This design comes from an exercise in tuning for a short achievable clock period and few clock cycles on the open sky130 flow, not from production work.
At most, simulation tests tie the RTL to the original design; equivalence was not proved.
No functional check of the RTL was part of runs 1 and 3.
Power and IR drop assume default switching activity.

==> flow/design.v, too long to show whole: its modules and the start of the top module <==
// module mul_cs: 1931 lines
// module Alu_decoder: 24 lines
// module Main_decoder: 94 lines
// module control_unit: 30 lines
// module PC: 18 lines
// module adder: 7 lines
// module mux: 19 lines
// module register_file: 28 lines
// module shift_Lft_2: 9 lines
// module sign_e: 11 lines
// module mips: 162 lines
module mips (
    input wire clk,
    input wire rst,
    output wire [31:0] imem_addr,
    input  wire [31:0] imem_rdata,
    output wire [31:0] dmem_addr,
    output wire [31:0] dmem_wdata,
    output wire        dmem_we,
    input  wire [31:0] dmem_rdata
);
  // ...
==> flow/flow/run.sh <==
#!/bin/bash
set -euo pipefail
MARGIN=${MARGIN:-17}
sed -e "s|CLKGATE_MAP_FILE= |CLKGATE_MAP_FILE= SETUP_SLACK_MARGIN=${MARGIN} |" standard.sh > standard_margin.sh
bash standard_margin.sh > make_flow.log 2>&1 || { tail -50 make_flow.log; exit 1; }
tail -5 make_flow.log
==> flow/standard.sh <==
#!/bin/bash
# synth_recipe.tcl (not shown) runs the flow's synth.tcl, then flattens the netlist and writes it again
# the make line also repeats each setting of config.mk as NAME=value (left out here)
make -C /OpenROAD-flow-scripts/flow DESIGN_CONFIG=/design/flow/config.mk WORK_HOME=/design/flow/orfs CLKGATE_MAP_FILE= SYNTH_SCRIPT=/design/flow/synth_recipe.tcl "${@:-finish}"
==> flow/config.mk <==
export PLATFORM = sky130hd
export DESIGN_NAME = mips
export DESIGN_NICKNAME = mips
export VERILOG_FILES = /design/flow/design.v
export SDC_FILE = /design/flow/constraint.sdc
export NUM_CORES = 4
export LEC_CHECK = 0
export CAP_MARGIN = 20
export CORE_MARGIN = 2
export CORE_UTILIZATION = 40
export SLEW_MARGIN = 20
==> flow/constraint.sdc <==
create_clock -name core_clock -period 23.0 [get_ports {clk}]
set_input_delay 4.6000 -clock core_clock [delete_from_list [all_inputs] [get_ports {clk}]]
set_output_delay 4.6000 -clock core_clock [all_outputs]
set_load 0.01 [all_outputs]
==> out/metrics.cfg, run 1 <==
[status]
status=timing/DRC/antenna clean

[grt]
use_met2_pct=42.60
use_met3_pct=5.954
first_global_vias=61269
grtUsageMet1_pct=36.74
overflow=0
grt_max_degree=71

[detailed_routing]
drt_pass1_iterations=6
via_per_inst=6.193
routedWlPerCell_um=32.21
wl_met3_um=31930
routed-wl-met2_um=141000

[clock_tree]
postCtsSetupRepairBufs=59
cts_sinks=1508

[timing]
hold_ws_ns=0.3245
clock.fmax_ghz=0.1644
rsz0062_at_grt=yes
setup_violations=0

[final_layout]
seq_cell_count=1508
layout_commonest_cell=edfxtp_1
final_util_pct=45.85

[critical_path]
cp-start-kind=flip-flop
worstPathRequired_ns=23.71

[yosys]
syn-instance-count=6639
async_flop_share_pct=4.907
synth_fa_ha_area_share_pct=11.61
synth_top_family_by_area=multiplexers
synth_nets=7272
postSynthAreaPerCell_um2=13.19

[floorplan]
fp-row-count=171
nWellTaps=2854

[hold_path]
holdCritPathClass=reg -> reg

==> module mips, before the edit <==
module mips (
    input wire clk,
    input wire rst,
    output wire [31:0] imem_addr,
    input  wire [31:0] imem_rdata,
    output wire [31:0] dmem_addr,
    output wire [31:0] dmem_wdata,
    output wire        dmem_we,
    input  wire [31:0] dmem_rdata
);
reg  [31:0] pc_f;
wire [31:0] pc4_f = pc_f + 32'd4;
wire [31:0] inst_f = imem_rdata;
wire        j_f = (inst_f[31:26] == 6'b000010);
wire [31:0] jt_f = {pc4_f[31:28], inst_f[25:0], 2'b00};
assign imem_addr = pc_f;
reg         v_d;
reg  [31:0] ir_d;
reg  [31:0] pc4_d;
wire [5:0] op_d  = ir_d[31:26];
wire [4:0] rs_d  = ir_d[25:21];
wire [4:0] rt_d  = ir_d[20:16];
wire [4:0] rd_d  = ir_d[15:11];
wire [5:0] fn_d  = ir_d[5:0];
wire [31:0] imm_d = {{16{ir_d[15]}}, ir_d[15:0]};
wire is_r_d    = (op_d == 6'b000000);
wire is_addi_d = (op_d == 6'b001000);
wire is_lw_d   = (op_d == 6'b100011);
wire is_sw_d   = (op_d == 6'b101011);
wire is_beq_d  = (op_d == 6'b000100);
wire is_mul_d  = is_r_d & (fn_d == 6'b011100);
wire is_sub_d  = is_r_d & (fn_d == 6'b100010);
wire is_slt_d  = is_r_d & (fn_d == 6'b101010);
wire wr_d      = is_r_d | is_addi_d | is_lw_d;
wire [4:0] wdst_d = is_r_d ? rd_d : rt_d;
wire use_rs_d  = is_r_d | is_addi_d | is_lw_d | is_sw_d | is_beq_d;
wire use_rt_d  = is_r_d | is_sw_d | is_beq_d;
wire isel_d    = is_addi_d | is_lw_d | is_sw_d;
reg         wr_e, ld_e, mul_e, sw_e, sub_e, slt_e;
reg  [4:0]  wdst_e;
reg  [31:0] a_e, b_e, st_e, ma_e, mb_e;
wire [31:0] alu_e;
reg         wr_m, ld_m, mul_m, we_m;
reg  [4:0]  wdst_m;
reg  [31:0] res_m, std_m, s_m, c_m;
wire [31:0] val_m;
reg         wr_w;
reg  [4:0]  wdst_w;
reg  [31:0] res_w;
wire [31:0] rf_rs, rf_rt;
register_file RF (
    .A1(rs_d), .A2(rt_d), .A3(wdst_w), .wd3(res_w),
    .clk(clk), .rst(rst), .we3(wr_w),
    .rd1(rf_rs), .rd2(rf_rt)
);
wire he_rs = wr_e & (wdst_e == rs_d);
wire hm_rs = wr_m & (wdst_m == rs_d);
wire hw_rs = wr_w & (wdst_w == rs_d);
wire he_rt = wr_e & (wdst_e == rt_d);
wire hm_rt = wr_m & (wdst_m == rt_d);
wire hw_rt = wr_w & (wdst_w == rt_d);
wire [31:0] fwd_rs = he_rs ? alu_e : hm_rs ? val_m : hw_rs ? res_w : rf_rs;
wire [31:0] fwd_rt = he_rt ? alu_e : hm_rt ? val_m : hw_rt ? res_w : rf_rt;
wire late_e = ld_e | mul_e;
wire late_m = ld_m | mul_m;
wire stall_d = v_d & (
      (use_rs_d & he_rs & late_e)
    | (use_rt_d & he_rt & late_e)
    | (is_beq_d & ~he_rs & hm_rs & late_m)
    | (is_beq_d & ~he_rt & hm_rt & late_m));
wire [31:0] cmp_rs = he_rs ? alu_e : hm_rs ? res_m : hw_rs ? res_w : rf_rs;
wire [31:0] cmp_rt = he_rt ? alu_e : hm_rt ? res_m : hw_rt ? res_w : rf_rt;
wire        taken_d = v_d & is_beq_d & ~stall_d & (cmp_rs == cmp_rt);
wire [31:0] bt_d    = pc4_d + {imm_d[29:0], 2'b00};
wire go_d = v_d & ~stall_d;
always @(posedge clk or negedge rst) begin
    if (!rst) begin
        pc_f <= 32'd0;
        v_d  <= 1'b0;
    end else begin
        if (taken_d)
            pc_f <= bt_d;
        else if (!stall_d)
            pc_f <= j_f ? jt_f : pc4_f;
        if (!stall_d)
            v_d <= ~taken_d;
    end
end
always @(posedge clk) begin
    if (!stall_d) begin
        ir_d  <= inst_f;
        pc4_d <= pc4_f;
    end
end
always @(posedge clk or negedge rst) begin
    if (!rst) begin
        wr_e  <= 1'b0;
        ld_e  <= 1'b0;
        mul_e <= 1'b0;
        sw_e  <= 1'b0;
    end else begin
        wr_e  <= go_d & wr_d;
        ld_e  <= go_d & is_lw_d;
        mul_e <= go_d & is_mul_d;
        sw_e  <= go_d & is_sw_d;
    end
end
always @(posedge clk) begin
    wdst_e <= wdst_d;
    sub_e  <= is_sub_d;
    slt_e  <= is_slt_d;
    a_e    <= fwd_rs;
    b_e    <= isel_d ? imm_d : fwd_rt;
    st_e   <= fwd_rt;
    if (go_d & is_mul_d) begin
        ma_e <= fwd_rs;
        mb_e <= fwd_rt;
    end
end
wire [31:0] add_e = a_e + b_e;
wire [32:0] sub_e33 = {1'b0, a_e} - {1'b0, b_e};
assign alu_e = slt_e ? {31'd0, sub_e33[32]} : sub_e ? sub_e33[31:0] : add_e;
wire [31:0] ms_e, mc_e;
mul_cs MUL (.a(ma_e), .b(mb_e), .s(ms_e), .c(mc_e));
always @(posedge clk or negedge rst) begin
    if (!rst) begin
        wr_m <= 1'b0;
        ld_m <= 1'b0;
        mul_m <= 1'b0;
        we_m <= 1'b0;
    end else begin
        wr_m <= wr_e;
        ld_m <= ld_e;
        mul_m <= mul_e;
        we_m <= sw_e;
    end
end
always @(posedge clk) begin
    wdst_m <= wdst_e;
    res_m  <= alu_e;
    std_m  <= st_e;
    if (mul_e) begin
        s_m <= ms_e;
        c_m <= mc_e;
    end
end
assign dmem_addr  = res_m;
assign dmem_wdata = std_m;
assign dmem_we    = we_m;
wire [31:0] mulsum_m = s_m + c_m;
assign val_m = ld_m ? dmem_rdata : mul_m ? mulsum_m : res_m;
always @(posedge clk or negedge rst) begin
    if (!rst)
        wr_w <= 1'b0;
    else
        wr_w <= wr_m;
end
always @(posedge clk) begin
    wdst_w <= wdst_m;
    res_w  <= val_m;
end
endmodule
==> run 2: changes to the inputs <==
--- a/flow/design.v
+++ b/flow/design.v
@@ -2185,4 +2185,12 @@
 wire        j_f = (inst_f[31:26] == 6'b000010);
 wire [31:0] jt_f = {pc4_f[31:28], inst_f[25:0], 2'b00};
+wire        bs_f = (inst_f[31:26] == 6'b000100) & (inst_f[25:21] == inst_f[20:16]);
+wire [16:0] blo_f = {1'b0, pc4_f[17:2]} + {1'b0, inst_f[15:0]};
+wire [13:0] bhi0_f = pc4_f[31:18];
+wire [13:0] bhip_f = pc4_f[31:18] + 14'd1;
+wire [13:0] bhim_f = pc4_f[31:18] - 14'd1;
+wire [13:0] bhi_f  = (inst_f[15] == blo_f[16]) ? bhi0_f : blo_f[16] ? bhip_f : bhim_f;
+wire [31:0] bt_f = {bhi_f, blo_f[15:0], 2'b00};
+wire [31:0] pcn_f = j_f ? jt_f : bs_f ? bt_f : pc4_f;
 assign imem_addr = pc_f;
 reg         v_d;
@@ -2199,5 +2207,5 @@
 wire is_lw_d   = (op_d == 6'b100011);
 wire is_sw_d   = (op_d == 6'b101011);
-wire is_beq_d  = (op_d == 6'b000100);
+wire is_beq_d  = (op_d == 6'b000100) & (rs_d != rt_d);    
 wire is_mul_d  = is_r_d & (fn_d == 6'b011100);
 wire is_sub_d  = is_r_d & (fn_d == 6'b100010);
@@ -2253,5 +2261,5 @@
             pc_f <= bt_d;
         else if (!stall_d)
-            pc_f <= j_f ? jt_f : pc4_f;
+            pc_f <= pcn_f;
         if (!stall_d)
             v_d <= ~taken_d;
==> out/metrics.cfg, run 2 <==
[floorplan]
io_pins=163
fp-row-count=174  ; +1.8%
fp.dieW_um=478.8
core_area_um2=224500
die_area_um2=229200
die_h_um=478.8
initial_utilization_pct=40.17

[critical_path]
regToRegEndpoint=pc_f[17]
reg2reg_from=b_e[10]
criticalPathCategory=in -> reg
arrival_ns=8.61
cp-start-kind=input port
worstPathRequired_ns=23.69  ; -0.02 ns
rr_worst_depth=16
path_max_fanout=4
end_kind=flip-flop
rrSetupSlack_ns=16.91

[job]
max-cap-violations=0

[timing]
drv_slew=0
clock_skew_ns=0.03602
min_period_over_period_pct=34.44
setup_violations=0  ; unchanged
hold_ws_ns=0.3260  ; +0.001538 ns
clock.fmax_ghz=0.1262  ; -23%
fin_tns_setup_ns=0
setup_ws_ns=15.08
tightest_slew_ns=1.202
hold_viol_final=0
rsz0062_at_grt=yes
period_minus_slack_ns=7.921
max-slew-margin-rel_pct=19.38

[detailed_routing]
wl_met1_um=127500
drt_pass1_iterations=6  ; unchanged
drt-initial-drc-count=8671
routed-wl-met2_um=146800  ; +4.1%
totalWireLength_um=327900
num_vias=65256
routedWlPerCell_um=31.16  ; -3.3%
drc=0
drtAntennaViolNets=0
highest-signal-layer=met5
wl_met3_um=34930  ; +9.4%
via_per_inst=6.201  ; +0.12%

[final_layout]
filler_cell_count=19943
layout_commonest_cell=edfxtp_1
syn_to_final_growth_pct=14.48
drive_gt1_share_pct=18.67
top_register=RF.reg_f
most-common-layout-cells=edfxtp_1, inv_1, nand2_1, mux4_2, and2_1
seqCellArea_um2=42920
largest_reg_flops=1024
multi_input_area_um2=44210
fin_cells=10524
finalNetCount=8044

[yosys]
synthTopCellsByCount=edfxtp_1, inv_1, nand2_1
synth_nets=7813  ; +7.4%
synth.most_common_cell=edfxtp_1
synth_top_area_share_pct=40.47
synth_area_leaders=edfxtp_1, mux4_2, fa_1
synth_edf_count=1215
synth.distinct_cells=92
yosys_warnings=2
synth_flop_cell=edfxtp_1
postSynthAreaPerCell_um2=12.60  ; -4.5%
async_flop_share_pct=4.907  ; unchanged
syn_area_um2=90160
syn-instance-count=7156  ; +7.8%
yosysSeqAreaShare_pct=47.38
yosys.area.top_type=edfxtp_1
synth_seq_cells=1508

[clock_tree]
cts_tree=yes
cts_buffers=169
cts_buffer_depth=3
root_buffer=clkbuf_16
worstSkewPairLatency_ns=0.85
cts_max_level=4
cts_sinks=1508  ; unchanged
clk_pin_slew_ns=0.06

[placement]
hpwl_um=213100
gp_congestion=0.9622
pre_cts_ws_ns=13.10
dp.cells=10064
portBuffers=162

[power_and_ir_drop]
power.leakage_nw=39.14
peakVddDrop_mv=0.06281
powerDensity_nw_per_um2=75.44

[hold_path]
hp-start=st_e[0]
min_path_cells=0
min_to=std_m[0]
holdCritPathClass=reg -> reg

[status]
status=timing/DRC/antenna clean

[grt]
overflow=0  ; unchanged
first_global_vias=64781  ; +5.7%
grt_first_pass_wirelength_um=465000
grt_max_degree=111  ; +56%
antenna_found_initial=16
grt_usage_pct=28.01

-- run 2: changes by cell type after synthesis, sizes merged, moves of 57 or more --
cell / change
mux2i: +140
inv: +65
and2: +57
mux4: -98
-- run 2: worst max-delay path, cell delays in order --
cell,delay [ns]
clkdlybuf4s50_1,0.60
ha_4,0.26
o21ai_0,0.23
a21oi_2,0.07
o211a_2,0.29
or2_4,0.28
buf_8,0.13
fa_2,0.39
inv_2,0.05
a21o_1,0.12
nor2_1,0.04
o31a_1,0.30
o21ai_2,0.14
o211a_1,0.23
o41ai_2,0.09
xnor2_1,0.14
or3_1,0.38
a31oi_1,0.17
mux2i_1,0.09
-- run 2: stage by stage --
step / power, W / instance area [um2] / util, %
2_1_floorplan: 0.004239 / 90450 / -
3_3_place_gp: 0.004796 / 95720 / 42.64
3_5_place_dp: 0.004805 / 95720 / 42.65
4_1_cts: 0.007703 / 102400 / 45.62
5_1_grt: 0.008039 / 103200 / 45.98
6_report: 0.007787 / 103200 / 45.98
-- run 2: cell type report --
class,instances,share of cell area (%)
multi-input combinational,4609,42.84
tap,2992,3.627
inverter,612,2.243
antenna,5,0.01212
timing repair buffer,487,4.285
clock inverter,102,1.034
clock buffer,209,4.374
sequential,1508,41.59
-- run 2: how the worst max path moves through the flow --
stage,to,from
6_report,pc_f[30],imem_rdata[11]
3_5_place_dp,pc_f[31],imem_rdata[1]
3_3_place_gp,pc_f[31],imem_rdata[1]
2_1_floorplan,pc_f[31],imem_rdata[0]
5_1_grt,pc_f[24],imem_rdata[0]
4_1_cts,pc_f[30],imem_rdata[0]
-- run 2: power by group --
group / internal, W / leakage, nW / switching (W) / total (W)
Clock: 0.00158 / 2.71 / 0.00118 / 0.00277
Combinational: 0.000736 / 22.4 / 0.00100 / 0.00174
Sequential: 0.00313 / 14.0 / 0.000153 / 0.00328
Total: 0.00545 / 39.1 / 0.00234 / 0.00779
-- run 2: logic make-up after synthesis --
group | share of synthesized area, %
flops | 47.38
xor+xnor | 2.186
compound gates | 9.437
simple gates | 9.597
fa+ha+maj | 11.63
buf+inv | 4.562
mux | 15.20
-- run 2: metal layers --
metal	vias up	GRT usage, %
met3	753	6.137
met1	33639	37.68
met4	6	13.59
li1	26883	-
met2	3975	43.03
met5	-	0
-- run 2: what timing repair did --
action                                  CTS  global route
cloned                                    1             2
hold buffers                              0             0
pin swaps                                41            24
gates resized for setup                 661            82
endpoints found under the setup margin  131            76
buffers inserted                         91            49
Testbench counts of run 2, summed over its fixed seeds: cycles 36,772.
==> run 3: changes to the inputs <==
--- a/flow/design.v
+++ b/flow/design.v
@@ -2193,5 +2193,6 @@
 wire [31:0] bt_f = {bhi_f, blo_f[15:0], 2'b00};
 wire [31:0] pcn_f = j_f ? jt_f : bs_f ? bt_f : pc4_f;
-assign imem_addr = pc_f;
+reg  [31:0] pc_o;
+assign imem_addr = pc_o;
 reg         v_d;
 reg  [31:0] ir_d;
@@ -2222,5 +2223,5 @@
 reg         wr_m, ld_m, mul_m, we_m;
 reg  [4:0]  wdst_m;
-reg  [31:0] res_m, std_m, s_m, c_m;
+reg  [31:0] res_m, std_m, s_m, c_m, da_m;
 wire [31:0] val_m;
 reg         wr_w;
@@ -2242,15 +2243,14 @@
 wire [31:0] fwd_rt = he_rt ? alu_e : hm_rt ? val_m : hw_rt ? res_w : rf_rt;
 wire late_e = ld_e | mul_e;
-wire late_m = ld_m | mul_m;
 wire stall_d = v_d & (
       (use_rs_d & he_rs & late_e)
-    | (use_rt_d & he_rt & late_e)
-    | (is_beq_d & ~he_rs & hm_rs & late_m)
-    | (is_beq_d & ~he_rt & hm_rt & late_m));
-wire [31:0] cmp_rs = he_rs ? alu_e : hm_rs ? res_m : hw_rs ? res_w : rf_rs;
-wire [31:0] cmp_rt = he_rt ? alu_e : hm_rt ? res_m : hw_rt ? res_w : rf_rt;
-wire        taken_d = v_d & is_beq_d & ~stall_d & (cmp_rs == cmp_rt);
+    | (use_rt_d & he_rt & late_e));
+reg         beq_e;
+reg  [31:0] bt_e;
+wire        taken_e = beq_e & (a_e == b_e);
 wire [31:0] bt_d    = pc4_d + {imm_d[29:0], 2'b00};
-wire go_d = v_d & ~stall_d;
+wire stall_f = stall_d & ~taken_e;
+wire go_d = v_d & ~stall_d & ~taken_e;
+wire [31:0] pcx_f = taken_e ? bt_e : stall_d ? pc_f : pcn_f;
 always @(posedge clk or negedge rst) begin
     if (!rst) begin
@@ -2258,14 +2258,15 @@
         v_d  <= 1'b0;
     end else begin
-        if (taken_d)
-            pc_f <= bt_d;
+        pc_f <= pcx_f;
+        if (taken_e)
+            v_d <= 1'b0;
         else if (!stall_d)
-            pc_f <= pcn_f;
-        if (!stall_d)
-            v_d <= ~taken_d;
+            v_d <= 1'b1;
     end
 end
+always @(posedge clk)
+    pc_o <= rst ? pcx_f : 32'd0;
 always @(posedge clk) begin
-    if (!stall_d) begin
+    if (!stall_f) begin
         ir_d  <= inst_f;
         pc4_d <= pc4_f;
@@ -2278,5 +2279,7 @@
         mul_e <= 1'b0;
         sw_e  <= 1'b0;
+        beq_e <= 1'b0;
     end else begin
+        beq_e <= go_d & is_beq_d;
         wr_e  <= go_d & wr_d;
         ld_e  <= go_d & is_lw_d;
@@ -2287,4 +2290,5 @@
 always @(posedge clk) begin
     wdst_e <= wdst_d;
+    bt_e   <= bt_d;
     sub_e  <= is_sub_d;
     slt_e  <= is_slt_d;
@@ -2318,5 +2322,8 @@
     wdst_m <= wdst_e;
     res_m  <= alu_e;
-    std_m  <= st_e;
+    if (ld_e | sw_e)
+        da_m <= alu_e;
+    if (sw_e)
+        std_m <= st_e;
     if (mul_e) begin
         s_m <= ms_e;
@@ -2324,5 +2331,5 @@
     end
 end
-assign dmem_addr  = res_m;
+assign dmem_addr  = da_m;
 assign dmem_wdata = std_m;
 assign dmem_we    = we_m;
==> out/metrics.cfg, run 3 <==
[detailed_routing]
drtAntennaViolNets=0  ; unchanged
num_vias=56775  ; -13%
totalWireLength_um=289900  ; -12%
drt_pass1_iterations=6  ; unchanged
drc=0  ; unchanged
via_per_inst=5.900  ; -4.9%
drt-initial-drc-count=6071  ; -30%
routedWlPerCell_um=30.13  ; -3.3%

[clock_tree]
root_buffer=clkbuf_16
cts_sinks=1605  ; +6.4%
cts_tree=yes
clk_pin_slew_ns=0.06  ; about the same
cts_max_level=4  ; unchanged
cts_buffer_depth=3  ; unchanged
worstSkewPairLatency_ns=0.84  ; about the same
cts_buffers=173  ; +2.4%

[floorplan]
fp-row-count=173  ; -0.57%
die_h_um=477.6  ; -0.23%
io_pins=163  ; unchanged
initial_utilization_pct=40.33  ; +0.16 points
core_area_um2=222500  ; -0.86%
fp.dieW_um=477.6  ; -0.23%
die_area_um2=228100  ; -0.47%

[final_layout]
top_register=RF.reg_f
most-common-layout-cells=edfxtp_1, mux4_2, inv_1, and2_1, fa_1
fin_cells=9623  ; -8.6%
drive_gt1_share_pct=22.15  ; +3.5 points
layout_commonest_cell=edfxtp_1
finalNetCount=7153  ; -11%
largest_reg_flops=1024  ; unchanged
syn_to_final_growth_pct=13.14

[critical_path]
slowest_stage=fa_2
path_max_fanout=4  ; unchanged
path_cells=buf_8 > ha_4 > inv_2 > fa_2 > nand2b_4 > a21oi_4 > o2111ai_4 > o21a_4 > nor2_4 > clkinv_8 > ha_4 > and2_4 > o41a_1 > a211o_1 > a31oi_4 > buf_6 > a21oi_2 > a32o_2 > and3_4 > o311ai_2 > o21ai_1 > o21ai_1 > and2_1
cp-start-kind=input port
worstPathRequired_ns=23.77  ; +0.08 ns
criticalPathCategory=in -> reg
slowest_delay_ns=0.33  ; -0.27 ns
arrival_ns=8.58  ; -0.03 ns
end_kind=flip-flop

[timing]
max-slew-margin-rel_pct=12.10  ; -7.3 points
hold_viol_final=0  ; unchanged
min_period_over_period_pct=33.96  ; -0.48 points
clock_skew_ns=0.04769  ; +0.01167 ns
rsz0062_at_grt=yes
setup_violations=0  ; unchanged
clock.fmax_ghz=0.1280  ; +1.4%
tightest_slew_ns=1.314  ; +0.1116 ns
fin_tns_setup_ns=0  ; unchanged
period_minus_slack_ns=7.811  ; -0.1102 ns
drv_slew=0  ; unchanged

[power_and_ir_drop]
finalPower_w=0.007737  ; -0.63%
powerDensity_nw_per_um2=76.22  ; +1.0%
peakVddDrop_mv=0.07737  ; +23%
power.leakage_nw=37.49  ; -4.2%

[yosys]
yosys.area.top_type=edfxtp_1
syn_area_um2=89730  ; -0.47%
synth_top_area_share_pct=42.80  ; +2.3 points
synth_edf_count=1279  ; +5.3%
yosysSeqAreaShare_pct=50.49  ; +3.1 points
synthTopCellsByCount=edfxtp_1, mux4_2, inv_1
yosys_warnings=2  ; unchanged
async_flop_share_pct=4.673  ; -0.23 points
syn-instance-count=6334  ; -11%
synth_nets=6991  ; -11%
synth_seq_cells=1605  ; +6.4%
synth_flop_cell=edfxtp_1
synth.distinct_cells=99  ; +7.6%
synth.most_common_cell=edfxtp_1
postSynthAreaPerCell_um2=14.17  ; +12%
synth_area_leaders=edfxtp_1, mux4_2, fa_1

[placement]
dp.cells=9237  ; -8.2%
portBuffers=162  ; unchanged
gp_congestion=0.9477  ; -1.5%
hpwl_um=187300  ; -12%

[grt]
antenna_found_initial=10  ; -6
grt_first_pass_wirelength_um=418200  ; -10%
overflow=0  ; unchanged
first_global_vias=58443  ; -9.8%
grt_usage_pct=25.25  ; -2.8 points
grt_max_degree=113  ; +1.8%

[status]
status=timing/DRC/antenna clean

[hold_path]
holdCritPathClass=reg -> reg

[job]
max-cap-violations=0  ; unchanged

==> run 3: changes by cell type after synthesis, sizes merged, moves of 44 or more <==
cell    previous run  this run
nand2            505       383
o21ai            219       173
a22oi             86        10
edfxtp          1215      1279
buf              151       102
o211ai            50        94
mux2i            386        83
mux4             418       660
a221oi            99         6
nor2             305       227
nand3            113        54
==> run 3: through the flow <==
stage	worst slack [ns]	utilization, %	hold WS [ns]	area (um2)
after floorplan	14.74	-	0.3233	89970
after global placement	13.16	42.79	0.3259	95220
after detailed placement	13.17	42.79	0.3301	95230
after CTS	15.27	45.37	0.3350	101000
after global routing	15.12	45.62	0.3433	101500
final	15.19	45.62	0.3337	101500
==> run 3: worst max-delay path, delay by kind of cell <==
kind            cells  cell delay [ns]
fa+ha+maj           3             0.71
buf+inv             4             0.36
compound gates     11             2.08
simple gates        5             0.83
==> run 3: kinds of logic (layout without fill, tap and decap cells) <==
family / count (synthesis) / after routing / share of synthesized area, %
mux: 770 / 770 / 17.83
other cells: 0 / 8 / 0
fa+ha+maj: 592 / 592 / 11.70
compound gates: 841 / 841 / 6.142
xor+xnor: 218 / 218 / 2.136
buf+inv: 984 / 1290 / 4.187
flops: 1605 / 1605 / 50.49
simple gates: 1324 / 1324 / 7.512
==> run 3: per-layer routing <==
layer | GRT usage, % | up-vias | wire length [um]
met1 | 32.94 | 30002 | 114500
met2 | 41.17 | 2485 | 140000
met4 | 11.56 | 4 | 14300
met5 | 0 | - | 49
met3 | 4.441 | 575 | 21040
li1 | - | 23709 | -
==> run 3: final cells by class <==
cell class	count	area (um2)
tap	2975	3722
antenna	8	20.02
clock inverter	96	965.9
sequential	1605	45410
clock buffer	223	4651
multi-input combinational	3745	41730
fill	19738	121000
inverter	621	2344
timing repair buffer	350	2674
==> run 3: final timing paths <==
kind | from | end | slack [ns] | depth (start not counted)
worst min-delay path | pc4_d[1] | bt_e[1] | 0.33 | 0
min in group asynchronous | rst | pc_f[1] | 3.69 | 1
worst max register to register | mb_e[2] | c_m[31] | 17.27 | 19
max in group asynchronous | rst | mul_e | 18.03 | 2
worst max-delay path | imem_rdata[0] | pc_o[25] | 15.19 | 23
worst min register to register | pc4_d[1] | bt_e[1] | 0.33 | 0
==> run 3: where the power goes <==
group | internal, W | switching, W | leakage [nW] | total (W)
Clock | 0.00161 | 0.00120 | 2.74 | 0.00281
Sequential | 0.00334 | 0.000187 | 14.9 | 0.00352
Combinational | 0.000624 | 0.000781 | 19.9 | 0.00140
Total | 0.00557 | 0.00216 | 37.5 | 0.00774
==> run 3: repair_timing <==
item                                   in CTS  in global routing
resized for setup                         535                 80
hold buffers                                0                  0
pin swaps                                  49                 59
buffers inserted                           28                 31
setup endpoints to repair                 166                 89
endpoints found under the hold margin       0                  0
==> run 4: changes to the inputs <==
--- a/flow/design.v
+++ b/flow/design.v
@@ -2078,21 +2078,49 @@
 );
 endmodule
-module PC (
-    input wire [31:0] PC_i,
-    input wire        clk,
-    input wire        rst,
-    output reg [31:0] PC_o
+module fetch_next (
+    input  wire [31:0] inst,    
+    input  wire [31:0] pc4,     
+    input  wire [23:0] hip,     
+    input  wire [23:0] him,     
+    input  wire [31:0] pcs,     
+    input  wire        hold,    
+    output wire [31:0] pcx
 );
-always @(posedge clk or negedge rst) 
-    begin
-        if (!rst) 
-            begin
-               PC_o<=32'b0;   
-            end
-        else 
-            begin
-                PC_o<=PC_i;
-            end  
-    end
+wire j  = (inst[31:26] == 6'b000010);
+wire bs = (inst[31:26] == 6'b000100) & (inst[25:21] == inst[20:16])
+        & ((inst[15:5] == {11{1'b0}}) | (inst[15:5] == {11{1'b1}}));
+wire [5:0] a = pc4[7:2];
+wire [5:0] b = inst[5:0];
+wire [5:0] p0 = a ^ b;
+wire [5:0] g0 = a & b;
+wire g1_1 = g0[1] | (p0[1] & g0[0]);
+wire g1_2 = g0[2] | (p0[2] & g0[1]);
+wire p1_2 = p0[2] & p0[1];
+wire g1_3 = g0[3] | (p0[3] & g0[2]);
+wire p1_3 = p0[3] & p0[2];
+wire g1_4 = g0[4] | (p0[4] & g0[3]);
+wire p1_4 = p0[4] & p0[3];
+wire g1_5 = g0[5] | (p0[5] & g0[4]);
+wire p1_5 = p0[5] & p0[4];
+wire g2_2 = g1_2 | (p1_2 & g0[0]);
+wire g2_3 = g1_3 | (p1_3 & g1_1);
+wire g2_4 = g1_4 | (p1_4 & g1_2);
+wire p2_4 = p1_4 & p1_2;
+wire g2_5 = g1_5 | (p1_5 & g1_3);
+wire p2_5 = p1_5 & p1_3;
+wire g3_4 = g2_4 | (p2_4 & g0[0]);
+wire g3_5 = g2_5 | (p2_5 & g1_1);
+wire [5:0] lo;
+assign lo[0] = p0[0];
+assign lo[1] = p0[1] ^ g0[0];
+assign lo[2] = p0[2] ^ g1_1;
+assign lo[3] = p0[3] ^ g2_2;
+assign lo[4] = p0[4] ^ g2_3;
+assign lo[5] = p0[5] ^ g3_4;
+wire co = g3_5;
+wire [23:0] hi = (b[5] == co) ? pc4[31:8] : co ? hip : him;
+wire [31:0] bt = {hi, lo, 2'b00};
+wire [31:0] jt = {pc4[31:28], inst[25:0], 2'b00};
+assign pcx = (j & ~hold) ? jt : (bs & ~hold) ? bt : pcs;
 endmodule
 module adder (
@@ -2183,14 +2211,4 @@
 wire [31:0] pc4_f = pc_f + 32'd4;
 wire [31:0] inst_f = imem_rdata;
-wire        j_f = (inst_f[31:26] == 6'b000010);
-wire [31:0] jt_f = {pc4_f[31:28], inst_f[25:0], 2'b00};
-wire        bs_f = (inst_f[31:26] == 6'b000100) & (inst_f[25:21] == inst_f[20:16]);
-wire [16:0] blo_f = {1'b0, pc4_f[17:2]} + {1'b0, inst_f[15:0]};
-wire [13:0] bhi0_f = pc4_f[31:18];
-wire [13:0] bhip_f = pc4_f[31:18] + 14'd1;
-wire [13:0] bhim_f = pc4_f[31:18] - 14'd1;
-wire [13:0] bhi_f  = (inst_f[15] == blo_f[16]) ? bhi0_f : blo_f[16] ? bhip_f : bhim_f;
-wire [31:0] bt_f = {bhi_f, blo_f[15:0], 2'b00};
-wire [31:0] pcn_f = j_f ? jt_f : bs_f ? bt_f : pc4_f;
 reg  [31:0] pc_o;
 assign imem_addr = pc_o;
@@ -2208,5 +2226,7 @@
 wire is_lw_d   = (op_d == 6'b100011);
 wire is_sw_d   = (op_d == 6'b101011);
-wire is_beq_d  = (op_d == 6'b000100) & (rs_d != rt_d);    
+wire is_beq_d  = (op_d == 6'b000100) & (rs_d != rt_d);
+wire bsl_d     = (op_d == 6'b000100) & (rs_d == rt_d)
+               & ~((ir_d[15:5] == 11'd0) | (ir_d[15:5] == 11'h7FF));
 wire is_mul_d  = is_r_d & (fn_d == 6'b011100);
 wire is_sub_d  = is_r_d & (fn_d == 6'b100010);
@@ -2252,5 +2272,13 @@
 wire stall_f = stall_d & ~taken_e;
 wire go_d = v_d & ~stall_d & ~taken_e;
-wire [31:0] pcx_f = taken_e ? bt_e : stall_d ? pc_f : pcn_f;
+wire        tkd_d  = v_d & bsl_d;
+wire        hold_f = taken_e | tkd_d | stall_d;
+wire [31:0] pcs_f  = taken_e ? bt_e : tkd_d ? bt_d : stall_d ? pc_f : pc4_f;
+wire [31:0] pcx_f;
+fetch_next FN (
+    .inst(inst_f), .pc4(pc4_f),
+    .hip(pc4_f[31:8] + 24'd1), .him(pc4_f[31:8] - 24'd1),
+    .pcs(pcs_f), .hold(hold_f), .pcx(pcx_f)
+);
 always @(posedge clk or negedge rst) begin
     if (!rst) begin
@@ -2259,5 +2287,5 @@
     end else begin
         pc_f <= pcx_f;
-        if (taken_e)
+        if (taken_e | tkd_d)
             v_d <= 1'b0;
         else if (!stall_d)
@@ -2311,19 +2339,17 @@
         ld_m <= 1'b0;
         mul_m <= 1'b0;
-        we_m <= 1'b0;
     end else begin
         wr_m <= wr_e;
         ld_m <= ld_e;
         mul_m <= mul_e;
-        we_m <= sw_e;
     end
 end
+always @(posedge clk)
+    we_m <= sw_e;
 always @(posedge clk) begin
     wdst_m <= wdst_e;
     res_m  <= alu_e;
-    if (ld_e | sw_e)
-        da_m <= alu_e;
-    if (sw_e)
-        std_m <= st_e;
+    da_m   <= add_e;
+    std_m  <= st_e;
     if (mul_e) begin
         s_m <= ms_e;
==> flow/flow/run.sh (replaced) <==
#!/bin/bash
set -euo pipefail
MARGIN=${MARGIN:-17}
sed -e "s|CLKGATE_MAP_FILE= |CLKGATE_MAP_FILE= SETUP_SLACK_MARGIN=${MARGIN} 'BUFFER_PORTS_ARGS=-buffer_cell sky130_fd_sc_hd__buf_4' |" standard.sh > standard_margin.sh
bash standard_margin.sh > make_flow.log 2>&1 || { tail -50 make_flow.log; exit 1; }
tail -5 make_flow.log
--- a/flow/config.mk
+++ b/flow/config.mk
@@ -10,2 +10,3 @@
 export CORE_UTILIZATION = 40
 export SLEW_MARGIN = 20
+export SYNTH_HIERARCHICAL = 1
==> out/metrics.cfg, run 4 <==
[clock_tree]
postCtsHoldBufs=0  ; unchanged
worstSkewPairLatency_ns=0.84  ; about the same
cts_buffer_depth=3  ; unchanged
cts_buffers=172  ; -0.58%
cts_max_level=4  ; unchanged
cts_sinks=1596  ; -0.56%
cts_tree=yes
root_buffer=clkbuf_16
clk_pin_slew_ns=0.06  ; about the same

[job]
max-cap-violations=0  ; unchanged

[yosys]
synth_nets=8131  ; +16%
synth_area_leaders=edfxtp_1, fa_1, dfxtp_1
synth_top_family_by_area=multiplexers
synth_seq_cells=1596  ; -0.56%
yosys_warnings=8  ; +6
synth_edf_count=1216  ; -4.9%
syn-instance-count=7489  ; +18%
yosysSeqAreaShare_pct=48.14  ; -2.4 points
synthMuxAreaShare_pct=13.57  ; -4.3 points
synth_flop_cell=edfxtp_1
synth_top_area_share_pct=39.51  ; -3.3 points
yosys.area_share.simple_pct=9.286  ; +1.8 points
synth.most_common_cell=edfxtp_1
postSynthAreaPerCell_um2=12.34  ; -13%
syn_area_um2=92420  ; +3.0%
synth-xor-area-share_pct=2.843  ; +0.71 points
synth-compound-area-share_pct=9.736  ; +3.6 points
yosys.area.top_type=edfxtp_1
synthTopCellsByCount=edfxtp_1, mux2i_1, inv_1
async_flop_share_pct=4.637  ; -0.036 points
synth.distinct_cells=109  ; +10%
synth_fa_ha_area_share_pct=11.14  ; -0.56 points

[grt]
grt_max_degree=99  ; -12%
first_global_vias=65636  ; +12%
overflow=0  ; unchanged
grt_first_pass_wirelength_um=453200  ; +8.4%
antenna_found_initial=10  ; unchanged
grt_usage_pct=26.31  ; +1.1 points

[floorplan]
die_h_um=484.7  ; +1.5%
fp-row-count=176  ; +1.7%
core_area_um2=229900  ; +3.3%
initial_utilization_pct=40.20  ; -0.12 points
die_area_um2=234900  ; +3.0%
io_pins=163  ; unchanged
fp.dieW_um=484.7  ; +1.5%

[final_layout]
layout_commonest_cell=edfxtp_1
most-common-layout-cells=edfxtp_1, mux2i_1, inv_1, nand2_1, fa_1
drive_gt1_share_pct=14.65  ; -7.5 points
finalNetCount=8143  ; +14%
largest_reg_flops=1024  ; unchanged
syn_to_final_growth_pct=11.10
top_register=RF.reg_f

[placement]
hpwl_um=200100  ; +6.8%
portBuffers=162  ; unchanged
gp_congestion=0.9427  ; -0.53%

[critical_path]
path_max_fanout=7  ; +3
arrival_ns=6.91  ; -1.67 ns
end_kind=flip-flop
criticalPathCategory=in -> reg
worstPathRequired_ns=23.77  ; about the same
cp-start-kind=input port

[timing]
hold_viol_final=0  ; unchanged
min_period_over_period_pct=26.67  ; -7.3 points
tightest_slew_ns=1.123  ; -0.1908 ns
drv_slew=0  ; unchanged
period_minus_slack_ns=6.134  ; -1.677 ns
max-slew-margin-rel_pct=24.70  ; +13 points
rsz0062_at_grt=yes
clock_skew_ns=0.05170  ; +0.004011 ns
fin_tns_setup_ns=0  ; unchanged
setup_violations=0  ; unchanged
clock.fmax_ghz=0.1630  ; +27%

[power_and_ir_drop]
comb_power_share_pct=16.7  ; -1.5 points
p_int_w=0.005330  ; -4.3%
p_clk_share_pct=37.4  ; +1.1 points
finalPower_w=0.007445  ; -3.8%
sequentialPowerShare_pct=45.9  ; +0.3 points
p_sw_share_pct=28.40  ; +0.42 points
power.leakage_nw=38.83  ; +3.6%
powerDensity_nw_per_um2=72.50  ; -4.9%
p_sw_w=0.002114  ; -2.3%
peakVddDrop_mv=0.08454  ; +9.3%

[detailed_routing]
drtAntennaViolNets=0  ; unchanged
drt_pass1_iterations=5  ; -1
via_per_inst=6.137  ; +4.0%
totalWireLength_um=317200  ; +9.4%
drt-initial-drc-count=7965  ; +31%
routedWlPerCell_um=29.74  ; -1.3%
num_vias=65471  ; +15%
drc=0  ; unchanged

[status]
status=timing/DRC/antenna clean

[hold_path]
holdCritPathClass=reg -> reg

[run 4: final timing paths]
kind	slack, ns	depth (start not counted)	to	startpoint
worst max-delay path	16.87	7	pc_f[18]	imem_rdata[31]
worst min-delay path	0.33	0	we_m	sw_e
worst max register to register	17.21	14	c_m[31]	ma_e[5]
worst min register to register	0.33	0	we_m	sw_e
max in group asynchronous	18.24	2	ld_m	rst
min in group asynchronous	3.63	1	pc_f[9]	rst
[run 4: worst max-delay path, stage by stage]
cell	delay [ns]
buf_6	0.09
or4_4	0.52
or4_4	0.55
a211o_4	0.42
buf_12	0.18
o41ai_4	0.38
buf_4	0.17
[run 4: metrics by stage]
step                cells  area, um2  setup slack [ns]  hold WS, ns  utilization (%)
floorplan            7489      92490             16.31       0.3096                -
global placement    10319      96370             15.64       0.3177            41.92
detailed placement  10319      96380             15.75       0.3143            41.92
CTS                 10645     102200             16.91       0.3288            44.46
global route        10666     102700             16.85       0.3328            44.66
finish              10668     102700             16.87       0.3270            44.66
[run 4: area by class of cell]
| type | count | area, um2 |
|---|---|---|
| clock buffers | 233 | 4813 |
| multi-input cells | 4820 | 43830 |
| diodes | 3 | 7.507 |
| fillers | 20857 | 127200 |
| repair buffers | 373 | 2967 |
| well taps | 3026 | 3786 |
| inverters | 538 | 2022 |
| clock inverters | 79 | 715.7 |
| flip-flops and latches | 1596 | 44530 |
[run 4: logic make-up after synthesis]
group                      after synthesis
muxes                                  914
xor gates and xnor gates               292
AOI/OAI and AO/OA                     1323
and+or+nand+nor                       1708
DFF                                   1596
adders and majority gates              576
buffers and inverters                 1079
other                                    1
[run 4: Yosys stat by module, one instance, submodules excluded]
| module | cells inside | area, um2 | times used | flip-flops and latches |
|---|---|---|---|---|
| fetch_next | 222 | 1439 | 1 | 0 |
| register_file | 3014 | 50110 | 1 | 1056 |
| mips | 2685 | 26870 | 1 | 540 |
| mul_cs | 1568 | 14000 | 1 | 0 |
[run 4: power groups by stage]
stage / combinational [W] / sequential, W / clock, W
floorplan: 0.000751 / 0.00344 / 0
detailed placement: 0.00111 / 0.00348 / 0
global placement: 0.00110 / 0.00347 / 0
CTS: 0.00115 / 0.00342 / 0.00281
finish: 0.00124 / 0.00342 / 0.00278
global route: 0.00132 / 0.00343 / 0.00292
[run 4: repair_timing]
item                                    CTS  global route
endpoints found under the setup margin   65            64
gates cloned                              4             5
gates resized for setup                  38            48
pin swaps                                 9            14
setup buffers                            10            15
[run 4: routing by layer]
metal  vias up  share of wire, %  GRT usage [%]
met5         -             0.011         0.1021
met4         2               5.8          13.20
met3       789               9.0          4.676
met2      3492                45          40.30
met1     33734                40          35.97
li1      27454                 -              -
Testbench counts of run 4, summed over its fixed seeds: cycles 37,594.

==> re-timing with driven ports <==
Ports are ideal in the flow. The routed layouts listed here were re-timed in OpenROAD.
Step 1 assumes that a clkbuf_16 drives the clock port and a buf_2 every other input.
Step 2, shift: input delay + t, output delay - t, t = (earliest + latest rising clock arrival at the registers) / 2. This alone moves slack from input paths to output paths.
Three values: ideal ports, drivers, drivers and shift; two values: the first two.
run	shift t [ns]	setup WS [ns]	clock arrival spread, ns
run 1	0.925	16.918 / 16.866 / 16.139	0.064 / 0.064
run 2	0.916	15.079 / 15.146 / 14.230	0.045 / 0.046
run 3	0.907	15.189 / 15.218 / 14.311	0.048 / 0.048
run 4	0.902	16.866 / 16.906 / 16.015	0.063 / 0.064
After both steps every run listed still meets setup and hold. The setup slack of run 3, which loses most, moves by +0.029 ns with the drivers and by -0.878 ns with both steps.
